From an optimization exercise on the open Yosys and OpenROAD flow, aimed at small area, a short achievable clock period and few clock cycles; shortcuts taken in it are not production practice.
Function was checked by simulation only, so behaviour that the tests miss may differ from the original.

## design/flow/config.mk

```make
export PLATFORM = sky130hd
export DESIGN_NAME = MS
export DESIGN_NICKNAME = MS
export VERILOG_FILES = /design/flow/design.v
export SDC_FILE = /design/flow/constraint.sdc
export NUM_CORES = 4
export LEC_CHECK = 0
export CAP_MARGIN = 20
export CORE_MARGIN = 2
export CORE_UTILIZATION = 40
export SLEW_MARGIN = 20
export SYNTH_MEMORY_MAX_BITS = 8192
```

## design/flow/constraint.sdc

```tcl
create_clock -name core_clock -period 12.0 [get_ports {clk}]
set_input_delay 2.4000 -clock core_clock [delete_from_list [all_inputs] [get_ports {clk}]]
set_output_delay 2.4000 -clock core_clock [all_outputs]
set_load 0.01 [all_outputs]
```

## design/flow/design.v

```verilog
module RA1SH(Q, CLK, CEN, WEN, A, D, OEN);
output reg [7:0] Q;
input CLK, CEN, WEN, OEN;
input [7:0] A;
input [7:0] D;
reg [7:0] mem [0:255];
always @(posedge CLK) begin
	if (!CEN) begin
		if (!WEN) mem[A] <= D;
		else Q <= mem[A];
	end
end
endmodule
module MS(
	rst_n,
	clk,
	in_valid,
	maze,
	player_x,
	player_y,
	prize_x_1,
	prize_y_1,
	prize_x_2,
	prize_y_2,
	prize_x_3,
	prize_y_3,
	out_valid,
	out_x,
	out_y
);
input rst_n, clk, in_valid;
input [14:0] maze;
input [3:0] player_x, player_y;
input [3:0] prize_x_1, prize_y_1;
input [3:0] prize_x_2, prize_y_2;
input [3:0] prize_x_3, prize_y_3;
output reg out_valid;
output reg [3:0] out_x, out_y;
localparam ST_IDLE  = 3'd0,
           ST_LOAD  = 3'd1,
           ST_INJ   = 3'd2,
           ST_FLOOD = 3'd3,
           ST_WALK  = 3'd4;
reg [2:0] st;
reg [3:0] cnt;
reg [2:0] rem;      
reg [2:0] pend;     
reg       clrf;     
reg       par;      
reg [1:0] wd;       
reg [3:0] qx1, qy1, qx2, qy2, qx3, qy3;
reg [55:0] hw, vw;
wire [6:0] hrow = {maze[13], maze[11], maze[9], maze[7], maze[5], maze[3], maze[1]};
wire [7:0] vrow = {maze[14], maze[12], maze[10], maze[8], maze[6], maze[4], maze[2], maze[0]};
always @(posedge clk) begin
	if (in_valid & ~par) hw <= {hrow, hw[55:7]};
	if (in_valid &  par) vw <= {vrow, vw[55:8]};
end
always @(posedge clk or negedge rst_n) begin
	if (!rst_n) par <= 1'b0;
	else par <= in_valid & ~par;
end
wire [2:0] pfirst = pend[0] ? 3'b001 : pend[1] ? 3'b010 : 3'b100;
wire inj = (st == ST_INJ) || (st == ST_LOAD && cnt >= 4'd2 && pend != 3'b000);
wire [3:0] sx = pfirst[0] ? qx1 : pfirst[1] ? qx2 : qx3;
wire [3:0] sy = pfirst[0] ? qy1 : pfirst[1] ? qy2 : qy3;
wire s_hp = sx[0];
wire s_vp = sy[0];
wire s_nd = ~sx[0] & ~sy[0];
wire [7:0] ca = 8'b1 << sx[3:1];
wire [7:0] ra = 8'b1 << sy[3:1];
wire [7:0] cb = s_hp ? {ca[6:0], 1'b0} : (s_vp ? ca : 8'b0);
wire [7:0] rb = s_vp ? {ra[6:0], 1'b0} : ra;
wire fl = (st == ST_FLOOD) || (st == ST_WALK);
reg [63:0] R, F, D0, D1;
genvar gi, gj;
generate
for (gj = 0; gj < 8; gj = gj + 1) begin : row
	for (gi = 0; gi < 8; gi = gi + 1) begin : col
		localparam integer N = gj * 8 + gi;
		wire nr = (gi < 7) ? (~hw[(gj*7+gi) % 56]   & R[(N+1) % 64]) : 1'b0;
		wire nl = (gi > 0) ? (~hw[(gj*7+gi+55) % 56] & R[(N+63) % 64]) : 1'b0;
		wire nd = (gj < 7) ? (~vw[(gj*8+gi) % 56]   & R[(N+8) % 64]) : 1'b0;
		wire nu = (gj > 0) ? (~vw[(gj*8+gi+48) % 56] & R[(N+56) % 64]) : 1'b0;
		wire er = nr & ~F[(N+1) % 64];
		wire el = nl & ~F[(N+63) % 64];
		wire ed = nd & ~F[(N+8) % 64];
		wire eu = nu & ~F[(N+56) % 64];
		wire anye = er | el | ed | eu;
		wire anyn = nr | nl | nd | nu;
		wire sr = anye ? er : nr;
		wire sl = anye ? el : nl;
		wire sd = anye ? ed : nd;
		wire nax = ~(sr | sl);
		wire nng = nax ? ~sd : sl;
		wire isA = ca[gi] & ra[gj];
		wire isB = cb[gi] & rb[gj];
		wire Rb = R[N] & ~clrf;
		wire Fb = F[N] & ~clrf;
		always @(posedge clk) begin
			if (inj) begin
				if (isA & s_nd) begin
					R[N] <= 1'b1; F[N] <= 1'b0;
				end else if ((isA | isB) & ~s_nd & ~Rb) begin
					R[N] <= 1'b1; F[N] <= 1'b1;
					D0[N] <= s_vp; D1[N] <= isB;
				end else begin
					R[N] <= Rb; F[N] <= Fb;
				end
			end else if (fl) begin
				if (~R[N] & anyn) begin
					R[N] <= 1'b1; F[N] <= ~anye;
					D0[N] <= nax; D1[N] <= nng;
				end else begin
					F[N] <= 1'b0;
				end
			end
		end
	end
end
endgenerate
wire [5:0] ia = {out_y[3:1], out_x[3:1]};
wire at_node = ~out_x[0] & ~out_y[0];
wire w_vp = out_y[0];
wire [5:0] ib = ia + (w_vp ? 6'd8 : 6'd1);
wire RA = R[ia];
wire FA = F[ia];
wire RB = R[ib];
wire FB = F[ib];
wire [1:0] DA = {D0[ia], D1[ia]};
wire goA = RA & (~RB | ~FA);
wire sdet = at_node ? RA : (RA | RB);
wire [1:0] pdir = {w_vp, goA};
wire [1:0] dir = at_node ? DA : ((st == ST_FLOOD) ? pdir : wd);
wire [3:0] nx = dir[1] ? out_x : (dir[0] ? out_x - 4'd1 : out_x + 4'd1);
wire [3:0] ny = dir[1] ? (dir[0] ? out_y - 4'd1 : out_y + 4'd1) : out_y;
wire m1 = rem[0] && out_x == qx1 && out_y == qy1;
wire m2 = rem[1] && out_x == qx2 && out_y == qy2;
wire m3 = rem[2] && out_x == qx3 && out_y == qy3;
wire [2:0] mv = {m3, m2, m1};
wire match = m1 | m2 | m3;
wire [2:0] rem_n = rem & ~mv;
wire start = in_valid && (st != ST_LOAD);
wire step = ((st == ST_FLOOD) && sdet) || ((st == ST_WALK) && !match);
always @(posedge clk or negedge rst_n) begin
	if (!rst_n) begin
		st <= ST_IDLE;
		cnt <= 4'd0;
		rem <= 3'b000;
		pend <= 3'b000;
		clrf <= 1'b0;
		out_valid <= 1'b0;
	end else begin
		out_valid <= 1'b0;
		if (inj) begin
			pend <= pend & ~pfirst;
			clrf <= 1'b0;
		end
		if (start) begin
			st <= ST_LOAD;
			cnt <= 4'd1;
			rem <= 3'b111;
			pend <= 3'b111;
			clrf <= 1'b1;
		end else begin
			case (st)
			ST_LOAD: begin
				cnt <= cnt + 4'd1;
				if (cnt == 4'd1) out_valid <= 1'b1;
				if (cnt == 4'd14) st <= ST_FLOOD;
			end
			ST_INJ: begin
				if ((pend & ~pfirst) == 3'b000) st <= ST_FLOOD;
			end
			ST_FLOOD: begin
				if (sdet) begin
					st <= ST_WALK;
					out_valid <= 1'b1;
				end
			end
			ST_WALK: begin
				if (match) begin
					rem <= rem_n;
					if (rem_n == 3'b000) st <= ST_IDLE;
					else begin
						st <= ST_INJ;
						pend <= rem_n;
						clrf <= 1'b1;
					end
				end else out_valid <= 1'b1;
			end
			default: st <= ST_IDLE;
			endcase
		end
	end
end
always @(posedge clk) begin
	if (st == ST_LOAD) begin
		qx1 <= prize_x_1; qy1 <= prize_y_1;
		qx2 <= prize_x_2; qy2 <= prize_y_2;
		qx3 <= prize_x_3; qy3 <= prize_y_3;
	end
	if (st == ST_LOAD && cnt == 4'd1) begin
		out_x <= player_x; out_y <= player_y;
	end else if (step) begin
		out_x <= nx; out_y <= ny;
		wd <= dir;
	end
end
endmodule
```

## design/flow/run.sh

```bash
#!/bin/bash
# synth_recipe.tcl (not shown) runs the flow's synth.tcl, then flattens the netlist and writes it again
# the make line also repeats each setting of config.mk as NAME=value (left out here)
make -C /OpenROAD-flow-scripts/flow DESIGN_CONFIG=/design/flow/config.mk WORK_HOME=/design/flow/orfs CLKGATE_MAP_FILE= SYNTH_SCRIPT=/design/flow/synth_recipe.tcl finish
```

==> flow_summary_export.csv <==
group,metric,value,unit
finish,final_cell_area,30400,µm²
grt,grt_pass1_wl,162,mm
synthesis,synth_top_area_share,43.9,%
synthesis,syn-num-nets,2897,
synthesis,synth.distinct_cells,80,
timing,fmax,179,MHz
clock_network,clk_latency,620,ps
floorplan,fp.dieH,266,µm
clock_network,cts_root_buf,"clkbuf_16",
detailed_routing,ant_nets,0,
timing,fin_crit,5600,ps
synthesis,synth_flop_cell,"edfxtp_1",
grt,grtUsageMet2,46.0,%
setup_path,cp.required,9600,ps
timing,tightest_slew,1320,ps
synthesis,ys_async_sr_fraction,3.83,%
setup_path,r2r_slack,6820,ps
setup_path,cp_max_fo,41,
synthesis,synthSimpleGateAreaFrac,19.1,%
synthesis,synth_area_leaders,"edfxtp_1 (44%), mux4_2 (5.2%), a21oi_1 (4.3%)",
clock_network,post_cts_buffers,0,
grt,busiest_layer,"met2",
synthesis,synth-edff-count,402,
detailed_routing,drt_first_pass_iters,7,
clock_network,clk_pin_slew,60,ps
timing,fin_ws,6400,ps
synthesis,synthCells,2835,
min_path,hold_class,"reg -> reg",
setup_path,max_stage_delay,790,ps
timing,fin_worst_skew,21.5,ps
placement,dpl.hpwl,77.4,mm
timing,slew-limit-headroom,11.2,%
timing,rsz0062_at_grt,"false",
clock_network,htree_levels,2,
clock_network,cts.path.max_buffers,3,
synthesis,avgSynthCellArea,9.70,µm²
run,maxCapViolCount,0,
finish,area.growth.synth_to_final,10.5,%
detailed_routing,drc,0,
setup_path,cp.arrival,3200,ps
synthesis,synth_top_family_by_area,"compound AO/OA/AOI/OAI gates",
detailed_routing,vias,25400,
grt,gr-usage-met1,41.8,%
placement,dp_cells,3637,
synthesis,synth_compound_area_share,21.8,%
synthesis,yosysSeqAreaShare,45.4,%
floorplan,initial_core_util,40.2,%
synthesis,ys_warn_count,1,
timing,setup_viol,0,
clock_network,cts_tree,"done",
grt,track_usage,30.8,%
placement,place_area,28800,µm²
setup_path,worst_path_most_repeated_cell,"buf_4",
finish,fin_nets,2869,
grt,antenna_found_initial,1,
detailed_routing,wirelength,112,mm
finish,fin_cells,3728,
floorplan,rows,96,
finish,nFillCells,6310,
floorplan,io_pins,59,
detailed_routing,viasPerCell,6.81,
synthesis,synth_fa_ha_area_share,0.601,%
synthesis,synth_top_area_cell,"edfxtp_1",
timing,finalMaxSlewViolations,0,
synthesis,synthMuxAreaShare,7.71,%
timing,finalCritPeriodShare,46.6,%
detailed_routing,drt-initial-drc-count,3531,
timing,setup_tns,0,ps
finish,final_common_cell,"edfxtp_1",
timing,hold_viol_final,0,
grt,grt_pass1_vias,24200,
grt,met3_usage,5.97,%
setup_path,crit_path_start_kind,"flop",
placement,numPortBuffers,58,
floorplan,core-area,68300,µm²
placement,post-place-ws,6860,ps
finish,diodes,0,
finish,mostFrequentLayoutCells,"edfxtp_1 (402), nor2_1 (257), nand2_1 (252)",
floorplan,fp.dieW,266,µm
synthesis,synthesis.area,27500,µm²
clock_network,cts_resized,0,
setup_path,path_cells,"buf_4 -> buf_4 -> clkdlybuf4s50_1",
setup_path,crit_slowest_cell,"buf_4",
clock_network,clock_sinks,418,
clock_network,postCtsHoldBufs,0,
grt,gr-total-overflow,0,
placement,gp_congestion,0.975,
floorplan,die_area,70900,µm²
finish,drive_above_1_share,9.73,%
grt,grt_start_max_net_pins,93,
setup_path,path_class,"reg -> out",
setup_path,worstSetupEndpointType,"primary output",
clock_network,cts_buffers,50,
status,outcome,"finished clean",
synthesis,synth-seq-cells,418,
synthesis,synth_xor_area_share,1.31,%
detailed_routing,routedWlPerCell,29.9,µm
==> final cells by class <==
class                           count  area, µm²  area share [%]
Timing Repair Buffer              102        911            3.00
Multi-Input combinational cell   2154      14000            45.9
Sequential cell                   418      12500            41.0
Clock buffer                       65       1330            4.37
Tap cell                          882       1100            3.63
Clock inverter                     26        309            1.02
Inverter                           81        308            1.01
==> stage by stage <==
step | util (%) | hold slack (ps)
after detailed placement | 42.1 | 450
final | 44.5 | 467
after global placement | 42.0 | 440
after floorplan | - | 431
after CTS | 44.5 | 461
after global routing | 44.5 | 473
==> flip-flops by register name, summed over array words and instances (netlist names), 56 cells and up <==
name	cells
D0	64
D1	64
F	64
R	64
hw	56
vw	56
==> synthesized netlist by cell type (all sizes together) (24+ instances only) <==
cell type / n
a21boi: 54
clkbuf: 132
nand3: 108
a31o: 27
nand2: 255
nor2b: 93
edfxtp: 402
or3: 39
xor2: 25
a221o: 26
or3b: 36
nor3: 36
a31oi: 55
a22oi: 25
buf: 50
mux2i: 58
o21ai: 191
inv: 81
o31ai: 47
o221ai: 40
a21oi: 239
o22ai: 81
mux4: 65
nor2: 261
nand2b: 173
o22a: 24
==> logic make-up (layout without fill, tap and decap cells) <==
group                    Yosys count  count (layout)
adder cells (fa/ha/maj)           12              12
multiplexers                     129             129
XOR/XNOR                          39              39
AO/OA/AOI/OAI                    925             925
AND/OR/NAND/NOR                 1049            1049
flip-flops                       418             418
buffers and inverters            263             274
==> routing by layer <==
layer	wire (µm)	up-vias
met1	43000	12400
li1	-	10700
met3	13200	353
met4	7020	2
met5	17	-
met2	48400	1943
==> path summary, 6_finish.rpt <==
| check | from | endpoint | depth (start not counted) |
|---|---|---|---|
| setup / recovery | out_x[1] | out_x[1] | 3 |
| hold / removal | vw[52] | vw[44] | 0 |
| setup reg to reg | out_x[1] | out_y[3] | 14 |
| hold reg to reg | vw[52] | vw[44] | 0 |
| max in group asynchronous | rst_n | st[0] | 1 |
| min in group asynchronous | rst_n | cnt[0] | 1 |
==> worst max-delay path: cells and delay by family (launching register included) <==
family | cells | cell delay, ps
buffers and inverters | 3 | 2100
DFF | 1 | 400
Testbench counts, summed over its fixed seeds: cycles 7,026.

-- static timing again, ports no longer ideal --
How much do the figures lean on ideal ports? The routed layout below was timed once more, with nothing changed but the port constraints. Step 1, drivers: a clkbuf_16 drives clk and a buf_2 each remaining input, both assumed. Step 2 times the ports against the registers' clock, not the clock port: input delays grow and output delays shrink by t, the midpoint of the rising clock arrivals with the driver on. Slacks: ideal / step 1 / step 2; pairs: ideal / step 1.
t (ns): 0.677
slack for setup (ns): 6.404 / 6.340 / 6.820
hold WS [ns]: 0.467 / 0.467 / 0.467
worst slew at a driven data input, ns: 0.05
After both steps this run still meets setup and hold. For this run, drivers alone change the setup slack by -0.064 ns; drivers and shift together by +0.416 ns.
